This design comes from an exercise in tuning for small area, a short achievable clock period and few clock cycles on the open sky130 flow, not from production work. Function was checked by simulation only, so behaviour that the tests miss may differ from the original. The clock port is modelled as an ideal driver, which makes a skipped or thinned clock tree look cheaper than it is; a real chip needs a root buffer or a tree. Power and IR drop assume default switching activity.

[design/flow/design.v]
module axi_data_width_downsizer #(
	parameter			DATA_WIDTH_FROM	= 64,
	parameter			DATA_WIDTH_TO	= 8,
	parameter	byte	TID_WIDTH		= 1,
	parameter	byte	TDEST_WIDTH		= 1,
	parameter	byte	TUSER_WIDTH		= 1,
	parameter	bit		TID_EN			= 0,
	parameter	bit		TDEST_EN		= 0,
	parameter	bit		TUSER_EN		= 0
)(
	input logic aclk,
	input logic areset_n,
	output	logic								s_axis_tready,
	input	logic								s_axis_tvalid,
	input	logic [DATA_WIDTH_FROM - 1:0]		s_axis_tdata,
	input	logic [DATA_WIDTH_FROM / 8 - 1:0]	s_axis_tkeep,
	input	logic								s_axis_tlast,
	input	logic [TID_WIDTH - 1:0]				s_axis_tid,
	input	logic [TDEST_WIDTH - 1:0]			s_axis_tdest,
	input	logic [TUSER_WIDTH - 1:0]			s_axis_tuser,
	input	logic								m_axis_tready,
	output	logic								m_axis_tvalid,
	output	logic [DATA_WIDTH_TO - 1:0]			m_axis_tdata,
	output	logic [DATA_WIDTH_TO / 8 - 1:0]		m_axis_tkeep,
	output	logic								m_axis_tlast,
	output	logic [TID_WIDTH - 1:0]				m_axis_tid,
	output	logic [TDEST_WIDTH - 1:0]			m_axis_tdest,
	output	logic [TUSER_WIDTH - 1:0]			m_axis_tuser
);
localparam	COUNT	= DATA_WIDTH_FROM / DATA_WIDTH_TO;
localparam	KW		= DATA_WIDTH_TO / 8;
logic								b_valid;
logic [COUNT - 1:0]					b_sel;
logic [DATA_WIDTH_FROM - 1:0]		b_data;
logic [DATA_WIDTH_FROM / 8 - 1:0]	b_keep;
logic								b_last;
logic								s_ready_q;	 
logic								b_load;		 
logic								b_hold;		 
logic								o_empty;	 
logic								o_valid_q;	 
logic [DATA_WIDTH_TO - 1:0]			o_data;
logic [KW - 1:0]					o_keep;
logic								o_last;
logic								o_load;
logic [COUNT - 1:0]					chunk_end;	 
logic [COUNT - 1:0]					chunk_last;	 
logic								b_end;
logic								s_end;
logic [DATA_WIDTH_TO - 1:0]			n_data;
logic [KW - 1:0]					n_keep;
logic								n_last;
logic								b_valid_n;
logic								o_valid_n;
logic [COUNT - 1:0]					b_sel_n;
logic								g_in;
logic [COUNT - 1:0]					g_sel;
assign s_axis_tready = s_ready_q;
assign m_axis_tvalid = o_valid_q;
assign m_axis_tdata  = o_data;
assign m_axis_tkeep  = o_keep;
assign m_axis_tlast  = o_last;
assign m_axis_tid    = '0;
assign m_axis_tdest  = '0;
assign m_axis_tuser  = '0;
assign o_load = o_empty || m_axis_tready;
always_comb begin
	for (int j = 0; j < COUNT - 1; j++) begin
		chunk_end[j]  = (b_keep[(j + 1) * KW +: KW] == '0);
		chunk_last[j] = chunk_end[j];
	end
	chunk_end[COUNT - 1]  = 1'b1;
	chunk_last[COUNT - 1] = b_last;
end
assign b_end = |(b_sel & chunk_end);
assign s_end = (COUNT == 1) || (s_axis_tkeep[KW +: KW] == '0);
assign g_in  = o_load && b_load;
assign g_sel = o_load ? b_sel : '0;
always_comb begin
	n_data = {DATA_WIDTH_TO{g_in}} & s_axis_tdata[DATA_WIDTH_TO - 1:0];
	n_keep = {KW{g_in}} & s_axis_tkeep[KW - 1:0];
	n_last = (g_in & (COUNT == 1 ? s_axis_tlast : s_end)) | |(g_sel & chunk_last);
	for (int j = 0; j < COUNT; j++) begin
		n_data = n_data | ({DATA_WIDTH_TO{g_sel[j]}} & b_data[j * DATA_WIDTH_TO +: DATA_WIDTH_TO]);
		n_keep = n_keep | ({KW{g_sel[j]}} & b_keep[j * KW +: KW]);
	end
end
always_comb begin
	if (b_valid) begin
		o_valid_n = 1'b1;
		if (o_load) begin
			b_valid_n = !b_end;
			b_sel_n = b_end ? '0 : (b_sel << 1);
		end else begin
			b_valid_n = 1'b1;
			b_sel_n = b_sel;
		end
	end else begin
		o_valid_n = s_axis_tvalid;
		if (o_load) begin
			b_valid_n = s_axis_tvalid && !s_end;
			b_sel_n = (s_axis_tvalid && !s_end) ? COUNT'(2) : '0;
		end else begin
			b_valid_n = s_axis_tvalid;
			b_sel_n = s_axis_tvalid ? COUNT'(1) : '0;
		end
	end
end
always_ff @(posedge aclk) begin
	if (!areset_n) begin
		b_valid   <= 1'b0;
		s_ready_q <= 1'b1;
		b_load    <= 1'b1;
		b_hold    <= 1'b0;
		b_sel     <= '0;
		o_empty   <= 1'b1;
		o_valid_q <= 1'b0;
	end else begin
		b_valid   <= b_valid_n;
		s_ready_q <= !b_valid_n;
		b_load    <= !b_valid_n;
		b_hold    <= b_valid_n;
		b_sel     <= b_sel_n;
		if (o_load) begin
			o_empty   <= !o_valid_n;
			o_valid_q <= o_valid_n;
		end
	end
end
always_ff @(posedge aclk) begin
	b_data <= ({DATA_WIDTH_FROM{b_load}} & s_axis_tdata) | ({DATA_WIDTH_FROM{b_hold}} & b_data);
	b_keep <= ({DATA_WIDTH_FROM / 8{b_load}} & s_axis_tkeep) | ({DATA_WIDTH_FROM / 8{b_hold}} & b_keep);
	b_last <= (b_load & s_axis_tlast) | (b_hold & b_last);
end
always_ff @(posedge aclk) begin
	o_data <= n_data | ({DATA_WIDTH_TO{!o_load}} & o_data);
	o_keep <= n_keep | ({KW{!o_load}} & o_keep);
	o_last <= n_last | (!o_load & o_last);
end
endmodule
module axi_data_width_converter_top #(
	parameter		SLAVE_DATA_WIDTH	= 256,
	parameter		MASTER_DATA_WIDTH	= 32,
	parameter byte	TID_WIDTH			= 1, 
	parameter byte	TDEST_WIDTH			= 1,
	parameter byte	TUSER_WIDTH			= 1,
	parameter bit	TID_EN				= 0,
	parameter bit	TDEST_EN			= 0,
	parameter bit	TUSER_EN			= 0
)(
	input logic aclk,
	input logic areset_n,
	output	logic								s_axis_tready,
	input	logic								s_axis_tvalid,
	input	logic [SLAVE_DATA_WIDTH - 1:0]		s_axis_tdata,
	input	logic [SLAVE_DATA_WIDTH / 8 - 1:0]	s_axis_tkeep,
	input	logic								s_axis_tlast,
	input	logic [TID_WIDTH - 1:0]				s_axis_tid,
	input	logic [TDEST_WIDTH - 1:0]			s_axis_tdest,
	input	logic [TUSER_WIDTH - 1:0]			s_axis_tuser,
	input	logic								m_axis_tready,
	output	logic								m_axis_tvalid,
	output	logic [MASTER_DATA_WIDTH - 1:0]		m_axis_tdata,
	output	logic [MASTER_DATA_WIDTH / 8 - 1:0]	m_axis_tkeep,
	output	logic								m_axis_tlast,
	output	logic [TID_WIDTH - 1:0]				m_axis_tid,
	output	logic [TDEST_WIDTH - 1:0]			m_axis_tdest,
	output	logic [TUSER_WIDTH - 1:0]			m_axis_tuser
);
axi_data_width_downsizer #(
		.DATA_WIDTH_FROM(SLAVE_DATA_WIDTH),
		.DATA_WIDTH_TO(MASTER_DATA_WIDTH),
		.TID_WIDTH(TID_WIDTH),
		.TDEST_WIDTH(TDEST_WIDTH),
		.TUSER_WIDTH(TUSER_WIDTH),
		.TID_EN(TID_EN),
		.TDEST_EN(TDEST_EN),
		.TUSER_EN(TUSER_EN)
	) downsizer(
		.aclk(aclk),
		.areset_n(areset_n),
		.s_axis_tid(s_axis_tid),
		.s_axis_tdest(s_axis_tdest),
		.s_axis_tuser(s_axis_tuser),
		.m_axis_tid(m_axis_tid),
		.m_axis_tdest(m_axis_tdest),
		.m_axis_tuser(m_axis_tuser),
		.s_axis_tready(s_axis_tready),
		.s_axis_tvalid(s_axis_tvalid),
		.s_axis_tkeep(s_axis_tkeep),
		.s_axis_tdata(s_axis_tdata),
		.s_axis_tlast(s_axis_tlast),
		.m_axis_tready(m_axis_tready),
		.m_axis_tvalid(m_axis_tvalid),
		.m_axis_tdata(m_axis_tdata),
		.m_axis_tkeep(m_axis_tkeep),
		.m_axis_tlast(m_axis_tlast)
	);
endmodule
[design/flow/flow/run.sh]
#!/bin/bash
# Standard layout, with the port buffers made from the smallest plain buffer
# and the clock tree flattened to two buffer levels after CTS (flow/post_cts.tcl).
set -euo pipefail
export BUFFER_PORTS_ARGS="-buffer_cell sky130_fd_sc_hd__buf_1"
export POST_CTS_TCL="$PWD/flow/post_cts.tcl"
bash standard.sh > standard.log 2>&1
[design/flow/flow/post_cts.tcl]
# Flatten the clock tree built by CTS to two buffer levels: the root buffer
# drives the leaf buffers directly. The inner H-tree buffers and the dummy
# loads go away.
set block [ord::get_db_block]
set port_net [$block findNet aclk]
set root ""
foreach it [$port_net getITerms] { set root [$it getInst] }
set root_out [[$root findITerm X] getNet]
puts "clock root [$root getName] -> [$root_out getName]"
set inner {}
foreach it [$root_out getITerms] {
  set inst [$it getInst]
  if {$inst == $root} continue
  if {[string match "*clkbuf*" [[$inst getMaster] getName]] && ![string match "clkload*" [$inst getName]]} {
    lappend inner $inst
  }
}
set moved 0
foreach b $inner {
  set onet [[$b findITerm X] getNet]
  set loads {}
  foreach it [$onet getITerms] {
    if {[$it getInst] == $b} continue
    lappend loads $it
  }
  foreach it $loads {
    $it disconnect
    $it connect $root_out
    incr moved
  }
  puts "removing inner clock buffer [$b getName]"
  odb::dbInst_destroy $b
  odb::dbNet_destroy $onet
}
set dummies 0
foreach inst [$block getInsts] {
  if {[string match "clkload*" [$inst getName]]} {
    odb::dbInst_destroy $inst
    incr dummies
  }
}
puts "moved $moved clock loads to the root, removed $dummies dummy loads"
estimate_parasitics -placement
report_clock_latency
repair_timing_helper
detailed_placement
check_placement -verbose
[design/flow/standard.sh]
#!/bin/bash
# synth_recipe.tcl (not shown) runs the flow's synth.tcl, then flattens the netlist and writes it again
# the make line also repeats each setting of config.mk as NAME=value (left out here)
make -C /OpenROAD-flow-scripts/flow DESIGN_CONFIG=/design/flow/config.mk WORK_HOME=/design/flow/orfs CLKGATE_MAP_FILE= SYNTH_SCRIPT=/design/flow/synth_recipe.tcl "${@:-finish}"
[design/flow/config.mk]
export PLATFORM = sky130hd
export DESIGN_NAME = axi_data_width_converter_top
export DESIGN_NICKNAME = axi_data_width_converter_top
export VERILOG_FILES = /design/flow/design.v
export SDC_FILE = /design/flow/constraint.sdc
export NUM_CORES = 4
export LEC_CHECK = 0
export CAP_MARGIN = 20
export CORE_MARGIN = 2
export CORE_UTILIZATION = 40
export SETUP_SLACK_MARGIN = 2.3
export SLEW_MARGIN = 20
[design/flow/constraint.sdc]
create_clock -name core_clock -period 4.0 [get_ports {aclk}]
set_input_delay 0.8000 -clock core_clock [delete_from_list [all_inputs] [get_ports {aclk}]]
set_output_delay 0.8000 -clock core_clock [all_outputs]
set_load 0.01 [all_outputs]
==> results by group, run 1 <==
Worst setup path
  • WP data required: 3200 ps
  • Buffers plus inverters on the worst setup path: 1
  • CP startpoint kind: flip-flop
  • Highest cell delay on the worst timing path: 350 ps
  • Beginning of the worst register-to-register path: downsizer.b_sel[1]
  • Family with the most delay on the worst path: flip-flops
  • Critical Setup Path Class: flip-flop to output pin
  • Critical Path, Cell by Cell: buf_6
  • Critical Path Source: downsizer.s_ready_q
  • Max FO, Critical Path: 2
  • Endpoint arrival time on the critical path: 1080 ps
  • Highest-delay cell along the critical path: dfxtp_4
  • CP endpoint kind: output pin

Worst hold path
  • Worst min-delay path startpoint: s_axis_tdata[229]
  • Class of the tightest hold or removal check: primary input to flip-flop

Die
  • Boundary Pins: 338
  • Die width: 176 um
  • Number of rows created at floorplan: 62
  • Overall die area: 30900 um^2
  • Starting density of the core: 40.9%
  • Die Ht: 176 um
  • Core Area: 28900 um^2

Layout
  • Non-Filler Instances: 1675
  • Area growth from synthesis to final layout: 23.6%
  • Most frequent standard cell in the layout excluding fill and tap cells: a22o_1
  • Most frequent cells in the layout: a22o_1, buf_1, dfxtp_1
  • # fillers: 2662
  • Final std cell area, no fill: 14600 um^2
  • Share of layout cells above drive strength 1: 12.6%
  • Nets@finish: 1584

Route
  • Antenna viol nets, final: 0
  • Number of DRC violations after detailed-routing iteration 0: 866
  • Drt total wl: 37600 um
  • Vias after detailed routing: 9829
  • Final routed DRC violation total: 0
  • Drt first pass iters: 7
  • Detailed-route wire length per cell: 22.5 um
  • Via density per instance: 5.87

Placed design
  • Placer's final routability congestion estimate: 0.782
  • Count of input and output buffers: 331
  • Placed wire-length estimate after detailed placement: 22400 um
  • Total cell area at the placement stage: 13200 um^2
  • Cell total after placement: 1619

Timing
  • Share of the cycle needed by the critical path after routing: 46.9%
  • RSZ-0062 raised after global routing: true
  • Final Hold Fails: 0
  • Slew at the pin closest to its max-slew limit: 898 ps
  • Count of pins over their slew limit: 0
  • Min Tclk post-route: 1880 ps
  • Final Setup Violations: 0
  • Fmax: 533 MHz
  • Clock tree skew after final layout: 15.5 ps
  • Worst-case headroom to the max-slew limit: 40.2%
  • Post-Route Setup TNS: 0 ps

Clock network
  • Clock sink count: 338
  • Latest clock arrival within the worst-skew pair: 610 ps
  • Clock-pin slew on the worst setup and hold paths: 70 ps

Logic synthesis
  • Yosys warning count: 1
  • Sequential fraction of the synthesis area: 57.3%
  • Synthesized netlist cell count: 1003
  • Synthesized cell area: 11800 um^2
  • Average instance area after synthesis: 11.8 um^2
  • Synthesized flop and latch total: 338
  • Synth cell types: 29

Global routing
  • Pin count of the biggest net entering global routing: 111
  • Initial antenna violation count: 3
  • Gr ovfl total: 0
  • Number of global-route vias before repair: 9584
  • Total GRT Usage: 23.5%
  • Global-route wire length before repair: 55200 um

Run
  • Max-Cap Viols: 0

Pwr
  • Static Leak: 5.54 nW
  • Worst vdd rail ir drop: 0.488 mV
  • Power per Cell Area: 515 nW/um^2

Outcome
  • Result of the run: no timing/DRC/antenna violations
cells in the mapped netlist:
| library cell | count | area, um^2 |
|---|---|---|
| clkbuf_1 | 53 | 199 |
| mux2_2 | 1 | 11.3 |
| o2111ai_1 | 1 | 8.76 |
| nand3_1 | 1 | 5.00 |
| o2111a_1 | 1 | 11.3 |
| nor3_1 | 1 | 5.00 |
| nand2b_1 | 1 | 6.26 |
| o31ai_1 | 1 | 7.51 |
| a222oi_1 | 36 | 360 |
| a21o_1 | 1 | 7.51 |
| and3_1 | 2 | 12.5 |
| nor4_4 | 1 | 21.3 |
| buf_1 | 14 | 52.6 |
| dfxtp_1 | 338 | 6770 |
| nand2_1 | 8 | 30.0 |
| conb_1 | 1 | 3.75 |
| or2_1 | 1 | 6.26 |
| buf_4 | 3 | 22.5 |
| nor2_1 | 41 | 154 |
| a21oi_1 | 1 | 5.00 |
| a22o_1 | 325 | 2850 |
| buf_2 | 44 | 220 |
| a32o_1 | 1 | 10.0 |
| a41oi_1 | 36 | 315 |
| a22oi_1 | 37 | 278 |
| a22o_2 | 7 | 70.1 |
| a221oi_1 | 37 | 324 |
| nor4_1 | 8 | 50.1 |
| nand4_1 | 1 | 6.26 |
area by class of cell:
type / count / area [um^2] / area share, %
Sequential cell: 338 / 6850 / 46.9
Multi-Input combinational cell: 554 / 4580 / 31.3
Timing Repair Buffer: 361 / 1870 / 12.8
Clock buffer: 33 / 826 / 5.65
Tap cell: 384 / 480 / 3.29
Antenna cell: 5 / 12.5 / 0.0856
registers in the layout, summed over array words and instances (netlist names):
| signal | count |
|---|---|
| downsizer.o_data | 32 |
| downsizer.b_keep | 32 |
| downsizer.o_valid_q | 1 |
| downsizer.o_empty | 1 |
| downsizer.b_sel | 8 |
| downsizer.o_keep | 4 |
| downsizer.b_valid | 1 |
| downsizer.b_last | 1 |
| downsizer.b_data | 256 |
| downsizer.s_ready_q | 1 |
| downsizer.o_last | 1 |
logic make-up (layout without fill, tap and decap cells):
kind of cell	Yosys count	after routing	share of synthesized area, %
multiplexers	1	1	0.0953
flip-flops	338	338	57.3
other	1	8	0.0317
buffers and inverters	114	394	4.18
AO/OA/AOI/OAI	484	484	35.9
AND/OR/NAND/NOR	65	66	2.51
stage by stage:
stage / worst slack [ps] / utilization (%) / total power, W / hold slack [ps]
after floorplan: 2290 / - / 0.00454 / 439
after global routing: 2080 / 50.6 / 0.00786 / 377
after global placement: 1310 / 45.8 / 0.00484 / 452
after detailed placement: 1280 / 45.8 / 0.00486 / 453
final: 2120 / 50.6 / 0.00753 / 402
where the power goes:
part | internal (W) | total, W | switching (W)
Combinational | 0.000509 | 0.000920 | 0.000411
Clock | 0.00141 | 0.00260 | 0.00118
Sequential | 0.00377 | 0.00401 | 0.000245
final timing paths:
kind / to / slack, ps / cells past startpoint
setup / recovery: s_axis_tready / 2120 / 1
hold / removal: downsizer.b_data[229] / 400 / 2
setup reg to reg: downsizer.b_sel[6] / 2360 / 6
hold reg to reg: downsizer.b_data[211] / 470 / 1
per-layer routing:
| layer | GRT usage [%] | routed length [um] |
|---|---|---|
| met1 | 30.4 | 16400 |
| met2 | 36.5 | 17500 |
| met3 | 8.44 | 3090 |
| met4 | 7.37 | 651 |
| met5 | 0 | 0 |
Testbench counts, summed over its fixed seeds: cycles 18,458.
==> run 2: changes to the inputs <==
--- a/design/flow/config.mk
+++ b/design/flow/config.mk
@@ -10,2 +10,4 @@
 export CORE_UTILIZATION = 40
+export CTS_CLUSTER_DIAMETER = 200
+export CTS_CLUSTER_SIZE = 30
 export SETUP_SLACK_MARGIN = 2.3
==> results by group, run 2 <==
Timing
  • Final Setup Violations: 0 (unchanged)
  • Fmax: 567 MHz (+6.5%)
  • Worst-case headroom to the max-slew limit: 40.2% (+0.093 points)
  • RSZ-0062 raised after global routing: true
  • Min Tclk post-route: 1760 ps (-115 ps)
  • Slew at the pin closest to its max-slew limit: 896 ps (-1.40 ps)
  • Final Hold Fails: 0 (unchanged)
  • Post-Route Setup TNS: 0 ps (unchanged)
  • Share of the cycle needed by the critical path after routing: 44.1% (-2.9 points)
  • Count of pins over their slew limit: 0 (unchanged)
  • Clock tree skew after final layout: 55.9 ps (+40.4 ps)

Global routing
  • Pin count of the biggest net entering global routing: 111 (unchanged)
  • Gr ovfl total: 0 (unchanged)
  • Global routing usage on met2: 37.3% (+0.77 points)
  • GR Layer Usage met1: 30.6% (+0.18 points)
  • Number of global-route vias before repair: 9430 (-1.6%)
  • Met3 track utilization from global routing: 6.86% (-1.6 points)
  • Global-route wire length before repair: 55300 um (+0.11%)
  • Total GRT Usage: 23.3% (-0.19 points)
  • Initial antenna violation count: 3 (unchanged)
  • Busiest layer in global routing: met2

Worst setup path
  • Capture instance of the worst register-to-register path: downsizer.o_data[13]
  • Worst reg-to-reg path cell count: 4 (-2)
  • R2R setup slack: 2370 ps (about the same)
  • Highest-delay cell along the critical path: dfxtp_4
  • CP endpoint kind: output pin
  • Worst setup endpoint: s_axis_tready
  • Highest cell delay on the worst timing path: 370 ps (+20 ps)
  • Buffers plus inverters on the worst setup path: 1 (unchanged)
  • Critical Path Source: downsizer.s_ready_q
  • CP startpoint kind: flip-flop
  • Endpoint arrival time on the critical path: 960 ps (-120 ps)
  • Count of cell instances traversed by the critical path: 1 (unchanged)
  • Critical Path, Cell by Cell: buf_6
  • Family with the most delay on the worst path: flip-flops
  • Critical Setup Path Class: flip-flop to output pin
  • Max FO, Critical Path: 2 (unchanged)
  • Beginning of the worst register-to-register path: downsizer.s_ready_q
  • WP data required: 3200 ps (about the same)

Run
  • Max-Cap Viols: 0 (unchanged)

Pwr
  • Worst vdd rail ir drop: 0.381 mV (-22%)
  • Static Leak: 5.32 nW (-3.9%)
  • Total design power: 0.00654 W (-13%)
  • Power per Cell Area: 462 nW/um^2 (-10%)

Logic synthesis
  • Multiplexer share of the synthesized area: 0.0953% (unchanged)
  • Compound-Gate Fraction of Synth Area: 35.9% (unchanged)
  • Fraction of the mapped netlist area in simple logic gates: 2.51% (unchanged)
  • Yosys warning count: 1 (unchanged)
  • Primary flip-flop cell chosen by synthesis mapping: dfxtp_1
  • Fraction of synthesis flops using an asynchronous set or reset pin: 0% (unchanged)
  • Synth cell types: 29 (unchanged)
  • Most common cell in the netlist: dfxtp_1
  • Synthesized netlist cell count: 1003 (unchanged)
  • Fraction of synthesized cell area taken by the top area cell type: 57.3% (unchanged)
  • Synthesized cell area: 11800 um^2 (unchanged)
  • Top cell types by occurrence after synthesis: dfxtp_1, a22o_1, clkbuf_1
  • Dominant combinational cell family by area after synthesis: compound AO/OA/AOI/OAI gates
  • Synthesized flop and latch total: 338 (unchanged)
  • Number of flops mapped to enable cells by yosys: 0 (unchanged)
  • Arithmetic-cell share of the synthesized area counting full adders, half adders and majority gates: 0% (unchanged)
  • Average instance area after synthesis: 11.8 um^2 (unchanged)
  • Biggest area contributors in the synthesized netlist: dfxtp_1, a22o_1, a222oi_1
  • Sequential fraction of the synthesis area: 57.3% (unchanged)
  • Xor/xnor cell area share of the yosys netlist: 0% (unchanged)
  • Post-synthesis cell type with the largest combined area: dfxtp_1

Layout
  • Most frequent standard cell in the layout excluding fill and tap cells: a22o_1
  • Nets@finish: 1566 (-1.1%)
  • Register with the highest flop count: downsizer.b_data
  • Share of layout cells above drive strength 1: 11.4% (-1.2 points)
  • Number of flip-flops under the largest register name: 256 (unchanged)
  • Area growth from synthesis to final layout: 19.8%
  • Final std cell area, no fill: 14200 um^2 (-3.1%)
  • Most frequent cells in the layout: a22o_1, buf_1, dfxtp_1
  • Registers with the most flip-flops: downsizer.b_data (256), downsizer.b_keep (32), downsizer.o_data (32)

Route
  • Via density per instance: 5.93 (+1.1%)
  • Vias after detailed routing: 9822 (-0.071%)
  • Antenna viol nets, final: 0 (unchanged)
  • Final routed DRC violation total: 0 (unchanged)
  • Drt total wl: 38000 um (+1.0%)
  • Detailed-route wire length per cell: 22.9 um (+2.2%)
  • Drt first pass iters: 6 (-1)
  • Number of DRC violations after detailed-routing iteration 0: 967 (+12%)

Clock network
  • Clock-pin slew on the worst setup and hold paths: 120 ps (+50 ps)
  • Latest clock arrival within the worst-skew pair: 470 ps (-140 ps)
  • Clock sink count: 338 (unchanged)

Die
  • Starting density of the core: 40.9% (unchanged)
  • Boundary Pins: 338 (unchanged)
  • Number of rows created at floorplan: 62 (unchanged)
  • Die width: 176 um (unchanged)
  • Die Ht: 176 um (unchanged)
  • Overall die area: 30900 um^2 (unchanged)
  • Core Area: 28900 um^2 (unchanged)

Worst hold path
  • Hold-critical path depth: 1 (-1)
  • Class of the tightest hold or removal check: flip-flop to flip-flop
  • Worst min-delay path startpoint: downsizer.b_data[56]

Placed design
  • Count of input and output buffers: 331 (unchanged)
  • Placed wire-length estimate after detailed placement: 22400 um (unchanged)
  • Placer's final routability congestion estimate: 0.782 (unchanged)
  • Total cell area at the placement stage: 13200 um^2 (unchanged)

Outcome
  • Result of the run: no timing/DRC/antenna violations
==> run 2: cell counts after synthesis <==
Identical to the previous run, type by type.
==> run 2: metal layers <==
| layer | routed length, um | share of wire (%) | vias up |
|---|---|---|---|
| li1 | - | - | 4614 |
| met1 | 16700 | 44 | 4811 |
| met5 | 0 | 0 | - |
| met3 | 3040 | 8.0 | 33 |
| met2 | 17600 | 46 | 364 |
| met4 | 600 | 1.6 | 0 |
==> run 2: how the worst min path moves through the flow <==
stage                             to
2_1_floorplan  downsizer.b_data[100]
3_3_place_gp   downsizer.b_data[151]
3_5_place_dp    downsizer.b_data[13]
5_1_grt         downsizer.b_data[89]
6_report        downsizer.b_data[56]
==> run 2: kinds of logic (layout without fill, tap and decap cells) <==
| group | Yosys count | after routing |
|---|---|---|
| DFF | 338 | 338 |
| AOI/OAI and AO/OA | 484 | 484 |
| muxes | 1 | 1 |
| buffers and inverters | 114 | 376 |
| and+or+nand+nor | 65 | 66 |
| other | 1 | 7 |
==> run 2: stage by stage <==
step | hold slack [ps] | utilization, % | worst slack [ps] | std cells
final | 472 | 49.1 | 2240 | 1656
after global placement | 452 | 45.8 | 1310 | 1619
after global routing | 480 | 49.0 | 2200 | 1652
after detailed placement | 453 | 45.8 | 1280 | 1619
after floorplan | 439 | - | 2290 | 1005
==> run 2: cell type report <==
cell class	count	area, um^2
repair buffers	363	1920
multi-input cells	554	4580
clock buffers	13	325
fillers	2716	14700
well taps	384	480
flip-flops and latches	338	6850
diodes	4	10.0
==> run 2: worst reg2reg max path, stage by stage, from the launching register on <==
cell	delay (ps)
dfxtp_4	380
buf_4	340
buf_12	380
a222oi_1	220
a41oi_1	240
==> run 2: power by group <==
group / switching (W) / internal (W) / leakage [nW] / total [W]
logic: 0.000423 / 0.000517 / 2.31 / 0.000940
registers: 0.000240 / 0.00376 / 2.85 / 0.00400
clock network: 0.00102 / 0.000586 / 0.160 / 0.00160
==> run 3: changes to the inputs <==
==> design/flow/flow/run.sh (replaced) <==
#!/bin/bash
# Standard layout, with the port buffers made from the smallest plain buffer
# and the top of the clock tree rebuilt after CTS (flow/post_cts.tcl).
set -euo pipefail
export BUFFER_PORTS_ARGS="-buffer_cell sky130_fd_sc_hd__buf_1"
export POST_CTS_TCL="$PWD/flow/post_cts.tcl"
bash standard.sh > standard.log 2>&1
==> design/flow/flow/post_cts.tcl (replaced) <==
# Rebuild the top of the clock tree that CTS built: keep CTS's leaf buffers
# (each drives one cluster of flip-flops), drop the buffers above them and
# the dummy loads, and drive the leaves from a few root buffers, each placed
# at the centre of its group of leaves and driven by the clock port.
set nroots 4
if {[info exists ::env(CLK_ROOTS)]} { set nroots $::env(CLK_ROOTS) }
set block [ord::get_db_block]
set port_net [$block findNet aclk]
set master [[ord::get_db] findMaster sky130_fd_sc_hd__clkbuf_16]

# the leaf buffers: clock buffers that drive at least one flip-flop
set leaves {}
set upper {}
foreach inst [$block getInsts] {
  set name [$inst getName]
  if {[string match "clkload*" $name]} { odb::dbInst_destroy $inst; continue }
  if {![string match "clkbuf_*" $name]} continue
  set onet [[$inst findITerm X] getNet]
  set drives_ff 0
  foreach it [$onet getITerms] {
    if {[string match "*_*" [[$it getInst] getName]] && [[$it getMTerm] getName] eq "CLK"} { set drives_ff 1; break }
  }
  if {$drives_ff} { lappend leaves $inst } else { lappend upper $inst }
}
foreach inst $upper {
  set onet [[$inst findITerm X] getNet]
  odb::dbInst_destroy $inst
  if {$onet ne "NULL" && [llength [$onet getITerms]] == 0} { odb::dbNet_destroy $onet }
}
foreach inst $leaves {
  set it [$inst findITerm A]
  set n [$it getNet]
  $it disconnect
  if {$n ne "NULL" && $n ne $port_net && [llength [$n getITerms]] == 0 && [llength [$n getBTerms]] == 0} { odb::dbNet_destroy $n }
}
puts "clock tree: [llength $leaves] leaf buffers kept, [llength $upper] upper buffers removed"

# group the leaves by k-means on their locations
proc center {inst} {
  set b [$inst getBBox]
  return [list [expr {([$b xMin] + [$b xMax]) / 2}] [expr {([$b yMin] + [$b yMax]) / 2}]]
}
set pts {}
foreach inst $leaves { lappend pts [center $inst] }
set n [llength $pts]
set cents {}
set sorted [lsort -integer -index 0 $pts]
for {set k 0} {$k < $nroots} {incr k} {
  lappend cents [lindex $sorted [expr {($k * $n + $n / 2) / $nroots}]]
}
for {set iter 0} {$iter < 30} {incr iter} {
  set assign {}
  foreach p $pts {
    set best 0; set bd -1
    for {set k 0} {$k < $nroots} {incr k} {
      set c [lindex $cents $k]
      set d [expr {abs([lindex $p 0] - [lindex $c 0]) + abs([lindex $p 1] - [lindex $c 1])}]
      if {$bd < 0 || $d < $bd} { set bd $d; set best $k }
    }
    lappend assign $best
  }
  set new {}
  for {set k 0} {$k < $nroots} {incr k} {
    set sx 0; set sy 0; set c 0
    foreach p $pts a $assign { if {$a == $k} { incr sx [lindex $p 0]; incr sy [lindex $p 1]; incr c } }
    if {$c} { lappend new [list [expr {$sx / $c}] [expr {$sy / $c}]] } else { lappend new [lindex $cents $k] }
  }
  set cents $new
}
for {set k 0} {$k < $nroots} {incr k} {
  set members {}
  foreach inst $leaves a $assign { if {$a == $k} { lappend members $inst } }
  if {![llength $members]} continue
  set root [odb::dbInst_create $block $master "clkbuf_root_${k}_aclk"]
  set c [lindex $cents $k]
  $root setLocation [lindex $c 0] [lindex $c 1]
  $root setPlacementStatus PLACED
  set rnet [odb::dbNet_create $block "clknet_root_${k}_aclk"]
  $rnet setSigType CLOCK
  [$root findITerm A] connect $port_net
  [$root findITerm X] connect $rnet
  foreach inst $members { [$inst findITerm A] connect $rnet }
  puts "root $k at $c drives [llength $members] leaves"
}
# power pins of the new cells
foreach inst [$block getInsts] {
  if {![string match "clkbuf_root_*" [$inst getName]]} continue
  foreach it [$inst getITerms] {
    set m [[$it getMTerm] getName]
    if {$m eq "VPWR" || $m eq "VPB"} { $it connect [$block findNet VDD] }
    if {$m eq "VGND" || $m eq "VNB"} { $it connect [$block findNet VSS] }
  }
}
detailed_placement
estimate_parasitics -placement
report_clock_latency
repair_timing_helper
detailed_placement
check_placement -verbose
--- a/design/flow/config.mk
+++ b/design/flow/config.mk
@@ -10,5 +10,5 @@
 export CORE_UTILIZATION = 40
-export CTS_CLUSTER_DIAMETER = 200
-export CTS_CLUSTER_SIZE = 30
-export SETUP_SLACK_MARGIN = 2.3
+export CTS_CLUSTER_DIAMETER = 150
+export CTS_CLUSTER_SIZE = 20
+export SETUP_SLACK_MARGIN = 2.4
 export SLEW_MARGIN = 20
==> results by group, run 3 <==
Timing
  • RSZ-0062 raised after global routing: true
  • Worst hold slack: 471 ps (-1.21 ps)
  • Min Tclk post-route: 1610 ps (-152 ps)
  • Slew at the pin closest to its max-slew limit: 594 ps (-303 ps)
  • Final worst setup slack: 2390 ps (+152 ps)
  • Count of pins over their slew limit: 0 (unchanged)
  • Fmax: 621 MHz (+9.4%)
  • Final Hold Fails: 0 (unchanged)
  • Final Setup Violations: 0 (unchanged)
  • Worst-case headroom to the max-slew limit: 60.4% (+20 points)
  • Clock tree skew after final layout: 27.7 ps (-28.2 ps)
  • Share of the cycle needed by the critical path after routing: 40.3% (-3.8 points)
  • Post-Route Setup TNS: 0 ps (unchanged)

Placed design
  • Placed wire-length estimate after detailed placement: 22700 um (+1.2%)
  • Count of input and output buffers: 331 (unchanged)
  • DP Worst Slack: 1680 ps (+409 ps)
  • Placer's final routability congestion estimate: 0.769 (-1.7%)
  • Cell total after placement: 1621 (+0.12%)

Logic synthesis
  • Top cell types by occurrence after synthesis: dfxtp_1, a22o_1, clkbuf_1
  • Number of flops mapped to enable cells by yosys: 0 (unchanged)
  • Synth cell types: 29 (unchanged)
  • Synthesized netlist cell count: 1003 (unchanged)
  • Post-synthesis cell type with the largest combined area: dfxtp_1
  • Yosys warning count: 1 (unchanged)
  • Primary flip-flop cell chosen by synthesis mapping: dfxtp_1
  • Average instance area after synthesis: 11.8 um^2 (unchanged)
  • Fraction of synthesized cell area taken by the top area cell type: 57.3% (unchanged)
  • Synthesized flop and latch total: 338 (unchanged)
  • Fraction of synthesis flops using an asynchronous set or reset pin: 0% (unchanged)
  • Biggest area contributors in the synthesized netlist: dfxtp_1, a22o_1, a222oi_1
  • Synthesized cell area: 11800 um^2 (unchanged)
  • Most common cell in the netlist: dfxtp_1
  • Sequential fraction of the synthesis area: 57.3% (unchanged)

Layout
  • Nets@finish: 1575 (+0.57%)
  • Most frequent cells in the layout: a22o_1, dfxtp_1, buf_1
  • Non-Filler Instances: 1661 (+0.30%)
  • Most frequent standard cell in the layout excluding fill and tap cells: a22o_1
  • Share of layout cells above drive strength 1: 12.7% (+1.3 points)
  • Registers with the most flip-flops: downsizer.b_data (256), downsizer.b_keep (32), downsizer.o_data (32)
  • Register with the highest flop count: downsizer.b_data
  • Number of flip-flops under the largest register name: 256 (unchanged)
  • Area growth from synthesis to final layout: 23.0%
  • # fillers: 2681 (-1.3%)

Clock network
  • Clock sink count: 338 (unchanged)
  • Clock-pin slew on the worst setup and hold paths: 90 ps (-30 ps)
  • Latest clock arrival within the worst-skew pair: 330 ps (-140 ps)

Route
  • Drt total wl: 39700 um (+4.6%)
  • Vias after detailed routing: 9958 (+1.4%)
  • Antenna viol nets, final: 0 (unchanged)
  • Via density per instance: 6.00 (+1.1%)
  • Detailed-route wire length per cell: 23.9 um (+4.3%)
  • Number of DRC violations after detailed-routing iteration 0: 925 (-4.3%)
  • Final routed DRC violation total: 0 (unchanged)
  • Drt first pass iters: 5 (-1)

Worst setup path
  • Buffers plus inverters on the worst setup path: 3 (+2)
  • Endpoint arrival time on the critical path: 1790 ps (+830 ps)
  • Beginning of the worst register-to-register path: downsizer.b_keep[27]
  • CP startpoint kind: primary input
  • Capture instance of the worst register-to-register path: downsizer.b_sel[5]
  • Highest-delay cell along the critical path: or2_4
  • CP endpoint kind: flip-flop
  • R2R setup slack: 2430 ps (+60 ps)
  • Highest cell delay on the worst timing path: 280 ps (-90 ps)
  • Critical Setup Path Class: primary input to flip-flop
  • Family with the most delay on the worst path: buffers and inverters
  • WP data required: 4170 ps (+970 ps)
  • Critical Path, Cell by Cell: buf_2 -> or2_4 -> buf_4 -> buf_4 -> nand3_2 -> o2111ai_2
  • Most common cell on crit path: buf_4
  • Worst reg-to-reg path cell count: 6 (+2)
  • Max FO, Critical Path: 5 (+3)

Die
  • Die Ht: 176 um (unchanged)
  • Number of rows created at floorplan: 62 (unchanged)
  • Die width: 176 um (unchanged)
  • Starting density of the core: 40.9% (unchanged)
  • Overall die area: 30900 um^2 (unchanged)
  • Boundary Pins: 338 (unchanged)
  • Core Area: 28900 um^2 (unchanged)

Pwr
  • Power share of the combinational group: 13.6% (-0.8 points)
  • Switching Power: 0.00173 W (+3.2%)
  • Portion of total power attributed to the clock network: 28.8% (+4.3 points)
  • Share of power burned in registers: 57.7% (-3.4 points)
  • Power per Cell Area: 479 nW/um^2 (+3.7%)
  • Internal power of the cells: 0.00523 W (+7.5%)
  • Net Sw Frac: 24.9% (-0.77 points)
  • Static Leak: 5.48 nW (+3.0%)
  • Worst vdd rail ir drop: 0.294 mV (-23%)

Worst hold path
  • Class of the tightest hold or removal check: flip-flop to flip-flop
  • Hold-critical path depth: 1 (unchanged)
  • Hold-critical path endpoint: downsizer.b_data[101]
  • Worst min-delay path startpoint: downsizer.b_data[101]

Global routing
  • Pin count of the biggest net entering global routing: 104 (-6.3%)
  • Total GRT Usage: 24.7% (+1.4 points)
  • Initial antenna violation count: 0 (-3)
  • Gr ovfl total: 0 (unchanged)
  • Global-route wire length before repair: 59400 um (+7.4%)
  • Number of global-route vias before repair: 9851 (+4.5%)

Run
  • Max-Cap Viols: 0 (unchanged)

Outcome
  • Result of the run: no timing/DRC/antenna violations
## run 3: cell counts after synthesis
No cell type changed its count.
## run 3: area by class of cell, without the clock buffers
class,count,area [um^2],area share [%]
timing repair buffer,362,2050,14.1
buffer,4,100,0.689
sequential,338,6850,47.1
tap,384,480,3.31
antenna,1,2.50,0.0172
multi-input combinational,555,4630,31.9
## run 3: worst max-delay path by stage
stage | startpoint | slack (ps) | cells after the start | end
after global routing | m_axis_tready | 2370 | 6 | downsizer.s_ready_q
after global placement | m_axis_tready | 1700 | 5 | downsizer.b_sel[4]
final | m_axis_tready | 2390 | 6 | downsizer.s_ready_q
after floorplan | s_axis_tkeep[7] | 2330 | 4 | downsizer.b_sel[1]
after detailed placement | m_axis_tready | 1680 | 5 | downsizer.b_sel[5]
## run 3: kinds of logic (layout without fill, tap and decap cells)
logic type	count (synthesis)	after routing	synth area share, %
compound gates	484	484	35.9
flops	338	338	57.3
buf+inv	114	383	4.18
simple gates	65	67	2.51
other cells	1	4	0.0317
mux	1	1	0.0953
## run 3: layer usage
| layer | up-vias | GRT usage, % | wire length (um) |
|---|---|---|---|
| li1 | 4625 | - | - |
| met1 | 4920 | 33.6 | 17500 |
| met2 | 373 | 40.1 | 18600 |
| met3 | 40 | 5.76 | 3040 |
| met4 | 0 | 5.17 | 614 |
| met5 | - | 0 | 0 |
## run 3: worst register-to-register path, cell delays in order (launching register included)
cell,delay [ps]
dfxtp_1,360
nor4_2,320
a22oi_1,130
nand2_1,180
nor4_4,70
buf_4,160
a22o_2,230
## run 3: power by group through the flow
| stage | sequential [W] | clock, W | combinational [W] |
|---|---|---|---|
| floorplan | 0.00401 | 0 | 0.000535 |
| global placement | 0.00408 | 0 | 0.000770 |
| detailed placement | 0.00408 | 0 | 0.000781 |
| global route | 0.00406 | 0.00218 | 0.00103 |
| finish | 0.00402 | 0.00200 | 0.000946 |
## run 3: stage by stage
stage	total power (W)	instance area, um^2	utilization [%]
floorplan	0.00455	11900	-
global placement	0.00484	13200	45.9
detailed placement	0.00486	13300	45.9
global route	0.00726	14500	50.3
finish	0.00696	14500	50.4
==> run 4: changes to the inputs <==
--- a/design/flow/config.mk
+++ b/design/flow/config.mk
@@ -12,3 +12,3 @@
 export CTS_CLUSTER_SIZE = 20
-export SETUP_SLACK_MARGIN = 2.4
+export SETUP_SLACK_MARGIN = 2.5
 export SLEW_MARGIN = 20
==> results by group, run 4 <==
Worst setup path
  • Capture instance of the worst register-to-register path: downsizer.b_sel[5]
  • Highest cell delay on the worst timing path: 360 ps (+80 ps)
  • Beginning of the worst register-to-register path: downsizer.b_keep[19]
  • Critical Setup Path Class: flip-flop to output pin
  • Endpoint arrival time on the critical path: 800 ps (-990 ps)
  • WP data required: 3200 ps (-970 ps)
  • Critical Path, Cell by Cell: buf_6
  • CP startpoint kind: flip-flop
  • Family with the most delay on the worst path: flip-flops
  • CP endpoint kind: output pin
  • Worst reg-to-reg path cell count: 6 (unchanged)
  • Max FO, Critical Path: 2 (-3)
  • Buffers plus inverters on the worst setup path: 1 (-2)
  • R2R setup slack: 2530 ps (+100 ps)
  • Highest-delay cell along the critical path: dfxtp_4

Worst hold path
  • Class of the tightest hold or removal check: flip-flop to flip-flop
  • Hold-critical path depth: 1 (unchanged)
  • Worst min-delay path startpoint: downsizer.b_data[53]
  • Hold-critical path endpoint: downsizer.b_data[53]

Global routing
  • Number of global-route vias before repair: 10100 (+2.0%)
  • Initial antenna violation count: 1 (+1)
  • Global-route wire length before repair: 61100 um (+2.8%)
  • Total GRT Usage: 25.8% (+1.1 points)
  • Gr ovfl total: 0 (unchanged)
  • Pin count of the biggest net entering global routing: 82 (-21%)

Run
  • Max-Cap Viols: 0 (unchanged)

Route
  • Detailed-route wire length per cell: 24.7 um (+3.2%)
  • Antenna viol nets, final: 0 (unchanged)
  • Via density per instance: 6.07 (+1.3%)
  • Drt total wl: 41600 um (+4.7%)
  • Drt first pass iters: 8 (+3)
  • Vias after detailed routing: 10200 (+2.7%)
  • Number of DRC violations after detailed-routing iteration 0: 907 (-1.9%)
  • Final routed DRC violation total: 0 (unchanged)

Timing
  • Final Setup Violations: 0 (unchanged)
  • Count of pins over their slew limit: 0 (unchanged)
  • Final Hold Fails: 0 (unchanged)
  • Share of the cycle needed by the critical path after routing: 40.0% (-0.22 points)
  • Fmax: 624 MHz (+0.56%)
  • Min Tclk post-route: 1600 ps (-8.92 ps)
  • Post-Route Setup TNS: 0 ps (unchanged)
  • RSZ-0062 raised after global routing: true
  • Clock tree skew after final layout: 39.0 ps (+11.3 ps)

Die
  • Boundary Pins: 338 (unchanged)
  • Overall die area: 30900 um^2 (unchanged)
  • Die width: 176 um (unchanged)
  • Number of rows created at floorplan: 62 (unchanged)
  • Die Ht: 176 um (unchanged)
  • Starting density of the core: 40.9% (unchanged)
  • Core Area: 28900 um^2 (unchanged)

Logic synthesis
  • Synthesized cell area: 11800 um^2 (unchanged)
  • Biggest area contributors in the synthesized netlist: dfxtp_1, a22o_1, a222oi_1
  • Average instance area after synthesis: 11.8 um^2 (unchanged)
  • Most common cell in the netlist: dfxtp_1
  • Post-synthesis cell type with the largest combined area: dfxtp_1
  • Fraction of synthesis flops using an asynchronous set or reset pin: 0% (unchanged)
  • Fraction of synthesized cell area taken by the top area cell type: 57.3% (unchanged)
  • Yosys warning count: 1 (unchanged)
  • Sequential fraction of the synthesis area: 57.3% (unchanged)
  • Primary flip-flop cell chosen by synthesis mapping: dfxtp_1
  • Number of flops mapped to enable cells by yosys: 0 (unchanged)
  • Synthesized flop and latch total: 338 (unchanged)
  • Synthesized netlist cell count: 1003 (unchanged)
  • Synth cell types: 29 (unchanged)
  • Top cell types by occurrence after synthesis: dfxtp_1, a22o_1, clkbuf_1

Pwr
  • Static Leak: 5.72 nW (+4.2%)
  • Power share of the combinational group: 14.9% (+1.3 points)
  • Power per Cell Area: 468 nW/um^2 (-2.4%)
  • Share of power burned in registers: 56.9% (-0.8 points)
  • Portion of total power attributed to the clock network: 28.2% (-0.6 points)
  • Worst vdd rail ir drop: 0.288 mV (-2.0%)
  • Internal power of the cells: 0.00529 W (+1.2%)
  • Net Sw Frac: 25.1% (+0.15 points)
  • Switching Power: 0.00177 W (+2.0%)

Clock network
  • Clock-pin slew on the worst setup and hold paths: 80 ps (about the same)
  • Latest clock arrival within the worst-skew pair: 330 ps (about the same)
  • Clock sink count: 338 (unchanged)

Layout
  • # fillers: 2590 (-3.4%)
  • Share of layout cells above drive strength 1: 16.6% (+3.9 points)
  • Most frequent standard cell in the layout excluding fill and tap cells: a22o_1
  • Area growth from synthesis to final layout: 27.7%
  • Register with the highest flop count: downsizer.b_data
  • Registers with the most flip-flops: downsizer.b_data (256), downsizer.b_keep (32), downsizer.o_data (32)
  • Area used by multi-input combinational logic: 4800 um^2 (+3.7%)
  • FF+latch area: 6860 um^2 (+0.16%)
  • Final std cell area, no fill: 15100 um^2 (+3.9%)
  • Number of flip-flops under the largest register name: 256 (unchanged)
  • Most frequent cells in the layout: a22o_1, dfxtp_1, buf_1
  • Nets@finish: 1597 (+1.4%)

Placed design
  • Placed wire-length estimate after detailed placement: 22100 um (-2.7%)
  • Total cell area at the placement stage: 13300 um^2 (+0.55%)
  • Count of input and output buffers: 331 (unchanged)
  • Placer's final routability congestion estimate: 0.757 (-1.5%)

Outcome
  • Result of the run: no timing/DRC/antenna violations
## run 4: changes by cell type in the layout (fill, tap and decap cells not counted), moves of 3 or more
cell	change
nor2_1	-13
a41oi_1	-11
a41oi_2	+11
nor2_2	+11
buf_6	+8
buf_4	+7
a221oi_1	-4
a221oi_2	+4
dfxtp_4	+4
buf_16	+3
bufbuf_16	+3
dfxtp_2	-3
## run 4: worst max path at each step
stage	slack [ps]	to	start	depth (start not counted)
finish	2400	s_axis_tready	downsizer.s_ready_q	1
global route	2380	m_axis_tdata[15]	downsizer.o_data[15]	1
detailed placement	1660	downsizer.b_sel[4]	m_axis_tready	5
global placement	1680	downsizer.o_data[26]	m_axis_tready	4
floorplan	2330	downsizer.b_sel[1]	s_axis_tkeep[7]	4
## run 4: cells by family (layout without fill, tap and decap cells)
family / Yosys count / after routing / share of synthesized area (%)
multiplexers: 1 / 1 / 0.0953
other: 1 / 5 / 0.0317
AO/OA/AOI/OAI: 484 / 484 / 35.9
flip-flops: 338 / 338 / 57.3
AND/OR/NAND/NOR: 65 / 67 / 2.51
buffers and inverters: 114 / 405 / 4.18
## run 4: layer usage
metal  track usage [%]  share of wire [%]
met5                 0                  0
met4              6.30                1.9
met1              34.4                 43
met3              5.71                8.5
met2              42.6                 47
## run 4: through the flow
stage / setup slack [ps] / hold slack (ps) / std cells / utilization (%) / total power [W]
global placement: 1680 / 452 / 1617 / 46.2 / 0.00486
floorplan: 2330 / 439 / 1005 / - / 0.00456
global route: 2380 / 488 / 1682 / 52.3 / 0.00735
finish: 2400 / 476 / 1684 / 52.3 / 0.00706
detailed placement: 1660 / 453 / 1617 / 46.2 / 0.00487
## run 4: cell type report, without the clock buffers
class                           count  share of cell area (%)
Timing Repair Buffer              384                    16.1
Multi-Input combinational cell    555                    31.8
Antenna cell                        2                  0.0332
Sequential cell                   338                    45.4
Tap cell                          384                    3.18
Buffer                              4                   0.663
## run 4: power by group through the flow
stage	sequential (W)	clock [W]	combinational (W)
detailed placement	0.00408	0	0.000798
floorplan	0.00401	0	0.000549
global placement	0.00407	0	0.000785
finish	0.00402	0.00199	0.00105
global route	0.00406	0.00215	0.00113
==> run 5: changes to the inputs <==
--- a/design/flow/config.mk
+++ b/design/flow/config.mk
@@ -9,6 +9,6 @@
 export CORE_MARGIN = 2
-export CORE_UTILIZATION = 40
+export CORE_UTILIZATION = 55
 export CTS_CLUSTER_DIAMETER = 150
 export CTS_CLUSTER_SIZE = 20
-export SETUP_SLACK_MARGIN = 2.5
+export SETUP_SLACK_MARGIN = 2.4
 export SLEW_MARGIN = 20
==> results by group, run 5 <==
Outcome
  • Result of the run: no timing/DRC/antenna violations

Global routing
  • Total GRT Usage: 31.0% (+5.2 points)
  • Global-route wire length before repair: 54600 um (-11%)
  • Gr ovfl total: 0 (unchanged)
  • Number of global-route vias before repair: 9548 (-5.0%)
  • Pin count of the biggest net entering global routing: 108 (+32%)
  • Initial antenna violation count: 6 (+5)

Layout
  • Register with the highest flop count: downsizer.b_data
  • Final Core Density: 68.3% (+16 points)
  • Nets@finish: 1575 (-1.4%)
  • Number of flip-flops under the largest register name: 256 (unchanged)
  • Most frequent standard cell in the layout excluding fill and tap cells: a22o_1
  • Most frequent cells in the layout: a22o_1, dfxtp_1, buf_1
  • Area growth from synthesis to final layout: 21.5%
  • Non-Filler Instances: 1557 (-7.5%)
  • # fillers: 1673 (-35%)
  • Registers with the most flip-flops: downsizer.b_data (256), downsizer.b_keep (32), downsizer.o_data (32)
  • Share of layout cells above drive strength 1: 12.4% (-4.2 points)

Logic synthesis
  • Arithmetic-cell share of the synthesized area counting full adders, half adders and majority gates: 0% (unchanged)
  • Compound-Gate Fraction of Synth Area: 35.9% (unchanged)
  • Synthesized netlist cell count: 1003 (unchanged)
  • Synthesized cell area: 11800 um^2 (unchanged)
  • Yosys warning count: 1 (unchanged)
  • Top cell types by occurrence after synthesis: dfxtp_1, a22o_1, clkbuf_1
  • Multiplexer share of the synthesized area: 0.0953% (unchanged)
  • Biggest area contributors in the synthesized netlist: dfxtp_1, a22o_1, a222oi_1
  • Fraction of synthesis flops using an asynchronous set or reset pin: 0% (unchanged)
  • Synthesized flop and latch total: 338 (unchanged)
  • Fraction of synthesized cell area taken by the top area cell type: 57.3% (unchanged)
  • Primary flip-flop cell chosen by synthesis mapping: dfxtp_1
  • Average instance area after synthesis: 11.8 um^2 (unchanged)
  • Dominant combinational cell family by area after synthesis: compound AO/OA/AOI/OAI gates
  • Sequential fraction of the synthesis area: 57.3% (unchanged)
  • Synth cell types: 29 (unchanged)
  • Xor/xnor cell area share of the yosys netlist: 0% (unchanged)
  • Post-synthesis cell type with the largest combined area: dfxtp_1
  • Number of flops mapped to enable cells by yosys: 0 (unchanged)
  • Most common cell in the netlist: dfxtp_1
  • Fraction of the mapped netlist area in simple logic gates: 2.51% (unchanged)

Pwr
  • Portion of total power attributed to the clock network: 28.4% (+0.2 points)
  • Switching Power: 0.00170 W (-3.8%)
  • Power share of the combinational group: 13.7% (-1.2 points)
  • Static Leak: 5.47 nW (-4.4%)
  • Power per Cell Area: 483 nW/um^2 (+3.2%)
  • Total design power: 0.00693 W (-1.9%)
  • Net Sw Frac: 24.6% (-0.50 points)
  • Share of power burned in registers: 57.9% (+1.0 points)
  • Internal power of the cells: 0.00523 W (-1.2%)
  • Worst vdd rail ir drop: 0.346 mV (+20%)

Worst setup path
  • Worst reg-to-reg path cell count: 6 (unchanged)
  • CP startpoint kind: primary input
  • Endpoint arrival time on the critical path: 1800 ps (+1000 ps)
  • Worst setup endpoint: downsizer.b_sel[6]
  • Max FO, Critical Path: 7 (+5)
  • Critical Setup Path Class: primary input to flip-flop
  • R2R setup slack: 2410 ps (-120 ps)
  • Capture instance of the worst register-to-register path: downsizer.b_sel[6]
  • WP data required: 4200 ps (+1000 ps)
  • Beginning of the worst register-to-register path: downsizer.b_keep[15]
  • CP endpoint kind: flip-flop
  • Critical Path Source: m_axis_tready

Route
  • Uppermost layer routed: met5
  • Final routed DRC violation total: 0 (unchanged)
  • Total length of routed met2 wires: 16900 um (-13%)
  • Via density per instance: 6.45 (+6.3%)
  • Drt first pass iters: 5 (-3)
  • Number of DRC violations after detailed-routing iteration 0: 846 (-6.7%)
  • Detailed-route wire length per cell: 24.1 um (-2.5%)
  • M1 WL: 15400 um (-13%)
  • Vias after detailed routing: 10000 (-1.8%)
  • Met3 layer wire length in the routed design: 3900 um (+9.6%)
  • Antenna viol nets, final: 0 (unchanged)
  • Drt total wl: 37500 um (-9.8%)

Timing
  • Slew at the pin closest to its max-slew limit: 651 ps
  • Fmax: 626 MHz (+0.22%)
  • Clock tree skew after final layout: 25.8 ps (-13.2 ps)
  • Final Setup Violations: 0 (unchanged)
  • Count of pins over their slew limit: 0 (unchanged)
  • Share of the cycle needed by the critical path after routing: 40.0% (-0.087 points)
  • Min Tclk post-route: 1600 ps (-3.49 ps)
  • Worst hold slack: 475 ps (-0.512 ps)
  • RSZ-0062 raised after global routing: true
  • Post-Route Setup TNS: 0 ps (unchanged)
  • Worst-case headroom to the max-slew limit: 56.6%
  • Final Hold Fails: 0 (unchanged)

Die
  • Die Ht: 151 um (-14%)
  • Overall die area: 22700 um^2 (-27%)
  • Number of rows created at floorplan: 53 (-15%)
  • Starting density of the core: 56.2% (+15 points)
  • Die width: 151 um (-14%)
  • Core Area: 21000 um^2 (-27%)
  • Boundary Pins: 338 (unchanged)

Run
  • Max-Cap Viols: 0 (unchanged)

Clock network
  • Clock-pin slew on the worst setup and hold paths: 80 ps (about the same)
  • Latest clock arrival within the worst-skew pair: 320 ps (about the same)
  • Clock sink count: 338 (unchanged)

Placed design
  • Placed wire-length estimate after detailed placement: 21400 um (-3.1%)
  • Cell total after placement: 1508 (-6.7%)
  • Count of input and output buffers: 331 (unchanged)
  • Placer's final routability congestion estimate: 0.787 (+4.0%)

Worst hold path
  • Class of the tightest hold or removal check: flip-flop to flip-flop
-- run 5: cell counts after synthesis --
No cell type changed its count.
-- run 5: layout make-up, without the clock buffers --
type,count,area (um^2),share of cell area [%]
Sequential cell,338,6850,47.7
Multi-Input combinational cell,555,4610,32.1
Timing Repair Buffer,362,2010,14.0
Tap cell,275,344,2.40
Buffer,4,100,0.697
Antenna cell,6,15.0,0.105
-- run 5: power by group through the flow --
stage | clock, W | combinational (W) | sequential, W
detailed placement | 0 | 0.000765 | 0.00409
floorplan | 0 | 0.000535 | 0.00401
global placement | 0 | 0.000746 | 0.00409
finish | 0.00197 | 0.000946 | 0.00402
global route | 0.00212 | 0.00103 | 0.00406
-- run 5: cell families (layout without fill, tap and decap cells) --
logic type | after synthesis | count (layout)
buffers and inverters | 114 | 383
muxes | 1 | 1
and+or+nand+nor | 65 | 67
DFF | 338 | 338
other | 1 | 9
AOI/OAI and AO/OA | 484 | 484
-- run 5: worst min path at each step --
stage | startpoint | endpoint | slack, ps | cells after the start
after floorplan | downsizer.b_data[100] | downsizer.b_data[100] | 440 | 1
after global placement | downsizer.b_data[106] | downsizer.b_data[106] | 450 | 1
after detailed placement | downsizer.b_data[186] | downsizer.b_data[186] | 450 | 1
after global routing | downsizer.b_data[187] | downsizer.b_data[187] | 490 | 1
final | downsizer.b_data[81] | downsizer.b_data[81] | 480 | 1
-- run 5: through the flow --
| stage | worst slack [ps] | area, um^2 |
|---|---|---|
| 2_1_floorplan | 2330 | 11900 |
| 3_3_place_gp | 1540 | 13100 |
| 3_5_place_dp | 1450 | 13100 |
| 5_1_grt | 2370 | 14400 |
| 6_report | 2400 | 14400 |
-- run 5: layer usage --
| layer | GRT usage [%] | vias up |
|---|---|---|
| met2 | 48.8 | 522 |
| met3 | 7.21 | 66 |
| li1 | - | 4630 |
| met4 | 10.8 | 2 |
| met1 | 42.0 | 4823 |
| met5 | 0 | - |
-- run 5: critical path, cell delays in order --
cell and delay [ps]:
buf_2 150, or2_4 290, nand2_2 110, nor4_4 60, buf_4 160, a22o_2 230
==> run 6: changes to the inputs <==
--- a/design/flow/config.mk
+++ b/design/flow/config.mk
@@ -9,3 +9,3 @@
 export CORE_MARGIN = 2
-export CORE_UTILIZATION = 55
+export CORE_UTILIZATION = 65
 export CTS_CLUSTER_DIAMETER = 150
==> results by group, run 6 <==
Logic synthesis
  • Dominant combinational cell family by area after synthesis: compound AO/OA/AOI/OAI gates
  • Synthesized flop and latch total: 338 (unchanged)
  • Multiplexer share of the synthesized area: 0.0953% (unchanged)
  • Synth cell types: 29 (unchanged)
  • Biggest area contributors in the synthesized netlist: dfxtp_1, a22o_1, a222oi_1
  • Synthesized cell area: 11800 um^2 (unchanged)
  • Xor/xnor cell area share of the yosys netlist: 0% (unchanged)
  • Synthesized netlist cell count: 1003 (unchanged)
  • Fraction of synthesis flops using an asynchronous set or reset pin: 0% (unchanged)
  • Primary flip-flop cell chosen by synthesis mapping: dfxtp_1
  • Sequential fraction of the synthesis area: 57.3% (unchanged)
  • Compound-Gate Fraction of Synth Area: 35.9% (unchanged)
  • Fraction of synthesized cell area taken by the top area cell type: 57.3% (unchanged)
  • Top cell types by occurrence after synthesis: dfxtp_1, a22o_1, clkbuf_1
  • Arithmetic-cell share of the synthesized area counting full adders, half adders and majority gates: 0% (unchanged)
  • Average instance area after synthesis: 11.8 um^2 (unchanged)
  • Yosys warning count: 1 (unchanged)
  • Post-synthesis cell type with the largest combined area: dfxtp_1
  • Number of flops mapped to enable cells by yosys: 0 (unchanged)
  • Most common cell in the netlist: dfxtp_1
  • Fraction of the mapped netlist area in simple logic gates: 2.51% (unchanged)

Global routing
  • Initial antenna violation count: 7 (+1)
  • Total GRT Usage: 36.7% (+5.6 points)
  • Global-route wire length before repair: 56500 um (+3.5%)
  • Number of global-route vias before repair: 10200 (+6.7%)
  • Pin count of the biggest net entering global routing: 131 (+21%)
  • Gr ovfl total: 0 (unchanged)

Die
  • Boundary Pins: 338 (unchanged)
  • Core Area: 17900 um^2 (-15%)
  • Starting density of the core: 66.0% (+9.8 points)
  • Die width: 139 um (-7.8%)
  • Overall die area: 19300 um^2 (-15%)
  • Die Ht: 139 um (-7.8%)
  • Number of rows created at floorplan: 49 (-7.5%)

Pwr
  • Worst vdd rail ir drop: 0.445 mV (+29%)
  • Share of power burned in registers: 58.1% (+0.2 points)
  • Power per Cell Area: 486 nW/um^2 (+0.73%)
  • Static Leak: 5.42 nW (-0.88%)
  • Switching Power: 0.00171 W (+0.68%)
  • Net Sw Frac: 24.7% (+0.17 points)
  • Internal power of the cells: 0.00522 W (-0.25%)
  • Portion of total power attributed to the clock network: 28.3% (about the same)
  • Power share of the combinational group: 13.6% (about the same)

Layout
  • Number of flip-flops under the largest register name: 256 (unchanged)
  • Register with the highest flop count: downsizer.b_data
  • Area growth from synthesis to final layout: 20.6%
  • Most frequent cells in the layout: a22o_1, dfxtp_1, buf_1
  • Most frequent standard cell in the layout excluding fill and tap cells: a22o_1
  • Share of layout cells above drive strength 1: 12.4% (+0.049 points)
  • Registers with the most flip-flops: downsizer.b_data (256), downsizer.b_keep (32), downsizer.o_data (32)
  • # fillers: 1216 (-27%)
  • Nets@finish: 1570 (-0.32%)
  • Final std cell area, no fill: 14300 um^2 (-0.75%)
  • Non-Filler Instances: 1507 (-3.2%)

Timing
  • RSZ-0062 raised after global routing: true
  • Share of the cycle needed by the critical path after routing: 39.8% (-0.13 points)
  • Worst hold slack: 474 ps (-1.05 ps)
  • Final Setup Violations: 0 (unchanged)
  • Clock tree skew after final layout: 21.7 ps (-4.06 ps)
  • Post-Route Setup TNS: 0 ps (unchanged)
  • Slew at the pin closest to its max-slew limit: 624 ps (-27.2 ps)
  • Worst-case headroom to the max-slew limit: 58.4% (+1.8 points)
  • Min Tclk post-route: 1590 ps (-5.14 ps)
  • Count of pins over their slew limit: 0 (unchanged)
  • Fmax: 628 MHz (+0.32%)
  • Final Hold Fails: 0 (unchanged)

Route
  • Drt total wl: 38100 um (+1.7%)
  • Drt first pass iters: 6 (+1)
  • Number of DRC violations after detailed-routing iteration 0: 1182 (+40%)
  • Via density per instance: 6.94 (+7.6%)
  • Detailed-route wire length per cell: 25.3 um (+5.1%)
  • Vias after detailed routing: 10500 (+4.2%)
  • Final routed DRC violation total: 0 (unchanged)
  • Antenna viol nets, final: 0 (unchanged)

Worst hold path
  • Class of the tightest hold or removal check: flip-flop to flip-flop

Placed design
  • Placer's final routability congestion estimate: 0.818 (+3.9%)
  • Count of input and output buffers: 331 (unchanged)
  • Cell total after placement: 1460 (-3.2%)
  • Placed wire-length estimate after detailed placement: 20900 um (-2.7%)
  • Total cell area at the placement stage: 13000 um^2 (-0.65%)

Run
  • Max-Cap Viols: 0 (unchanged)

Worst setup path
  • Endpoint arrival time on the critical path: 1800 ps (about the same)
  • Max FO, Critical Path: 7 (unchanged)
  • Critical Setup Path Class: primary input to flip-flop
  • CP startpoint kind: primary input
  • WP data required: 4200 ps (about the same)
  • CP endpoint kind: flip-flop

Clock network
  • Clock-pin slew on the worst setup and hold paths: 80 ps (about the same)
  • Latest clock arrival within the worst-skew pair: 320 ps (about the same)
  • Clock sink count: 338 (unchanged)

Outcome
  • Result of the run: no timing/DRC/antenna violations
run 6: cell counts after synthesis:
Identical to the previous run, type by type.
run 6: path summary, 6_finish.rpt:
check / startpoint / end / slack [ps] / cells after the start
worst max-delay path: m_axis_tready / downsizer.b_sel[5] / 2410 / 6
worst min-delay path: downsizer.b_data[91] / downsizer.b_data[91] / 470 / 1
worst max register to register: downsizer.s_ready_q / downsizer.o_data[24] / 2410 / 4
worst min register to register: downsizer.b_data[91] / downsizer.b_data[91] / 470 / 1
run 6: per-stage QoR:
| stage | total power, W | setup WS, ps | utilization, % |
|---|---|---|---|
| 3_3_place_gp | 0.00482 | 1510 | 72.6 |
| 5_1_grt | 0.00716 | 2360 | 79.6 |
| 6_report | 0.00693 | 2410 | 79.6 |
| 2_1_floorplan | 0.00455 | 2330 | - |
| 3_5_place_dp | 0.00485 | 1430 | 72.6 |
run 6: power by group through the flow:
| stage | combinational [W] | clock (W) | sequential (W) |
|---|---|---|---|
| 2_1_floorplan | 0.000535 | 0 | 0.00401 |
| 3_3_place_gp | 0.000732 | 0 | 0.00409 |
| 3_5_place_dp | 0.000755 | 0 | 0.00409 |
| 5_1_grt | 0.00101 | 0.00209 | 0.00406 |
| 6_report | 0.000942 | 0.00196 | 0.00403 |
run 6: metal layers:
metal / track usage, % / up-vias / wire length (um)
met5: 0 / - / 27
met4: 15.0 / 4 / 1560
met3: 9.29 / 119 / 4480
met2: 58.6 / 670 / 17500
met1: 47.9 / 5041 / 14600
li1: - / 4627 / -
run 6: layout make-up, without the clock buffers:
type | count | area, um^2 | share of cell area (%)
timing repair buffer | 357 | 1940 | 13.6
multi-input combinational | 555 | 4630 | 32.5
tap | 229 | 287 | 2.01
antenna | 7 | 17.5 | 0.123
buffer | 4 | 100 | 0.702
sequential | 338 | 6850 | 48.1
run 6: worst max-delay path, stage by stage:
cell and delay (ps):
buf_4 140, or2_4 280, nand2_2 120, nor4_4 60, buf_4 160, a22o_2 240
run 6: logic make-up after synthesis:
| logic type | count (synthesis) |
|---|---|
| other | 1 |
| AO/OA/AOI/OAI | 484 |
| multiplexers | 1 |
| AND/OR/NAND/NOR | 65 |
| buffers and inverters | 114 |
| flip-flops | 338 |

-- separate check: timing with driven ports --
How much do the figures lean on ideal ports? The routed layouts below were timed once more, with nothing changed but the port constraints. Step 1 sets driving cells, clkbuf_16 on the clock port and buf_2 on the other inputs (assumed; they add their load-dependent delay and slew). Step 2 times the ports against the registers' clock, not the clock port: input delays grow and output delays shrink by t, the midpoint of the rising clock arrivals with the driver on. Slacks: ideal / step 1 / step 2; pairs: ideal / step 1.
| run | t, ns | slack for setup (ns) | worst hold slack (ns) | worst register clock-pin slew, ns | pins driven straight from the clock port |
|---|---|---|---|---|---|
| run 1 | 0.657 | 2.123 / 2.072 / 1.879 | 0.402 / 0.375 / 0.469 | 0.07 / 0.07 | 1 |
| run 2 | 0.496 | 2.237 / 2.190 / 1.896 | 0.472 / 0.472 / 0.472 | 0.12 / 0.12 | 1 |
| run 3 | 0.426 | 2.389 / 2.289 / 2.045 | 0.471 / 0.471 / 0.471 | 0.09 / 0.09 | 4 |
| run 4 | 0.408 | 2.398 / 2.298 / 2.144 | 0.476 / 0.476 / 0.476 | 0.09 / 0.09 | 4 |
| run 5 | 0.415 | 2.402 / 2.300 / 2.069 | 0.475 / 0.475 / 0.475 | 0.08 / 0.08 | 4 |
| run 6 | 0.406 | 2.407 / 2.317 / 2.061 | 0.474 / 0.474 / 0.474 | 0.08 / 0.08 | 4 |
After both steps setup and hold are still met in every run listed. For run 6, which loses most, drivers alone change the setup slack by -0.090 ns; drivers and shift together by -0.346 ns.
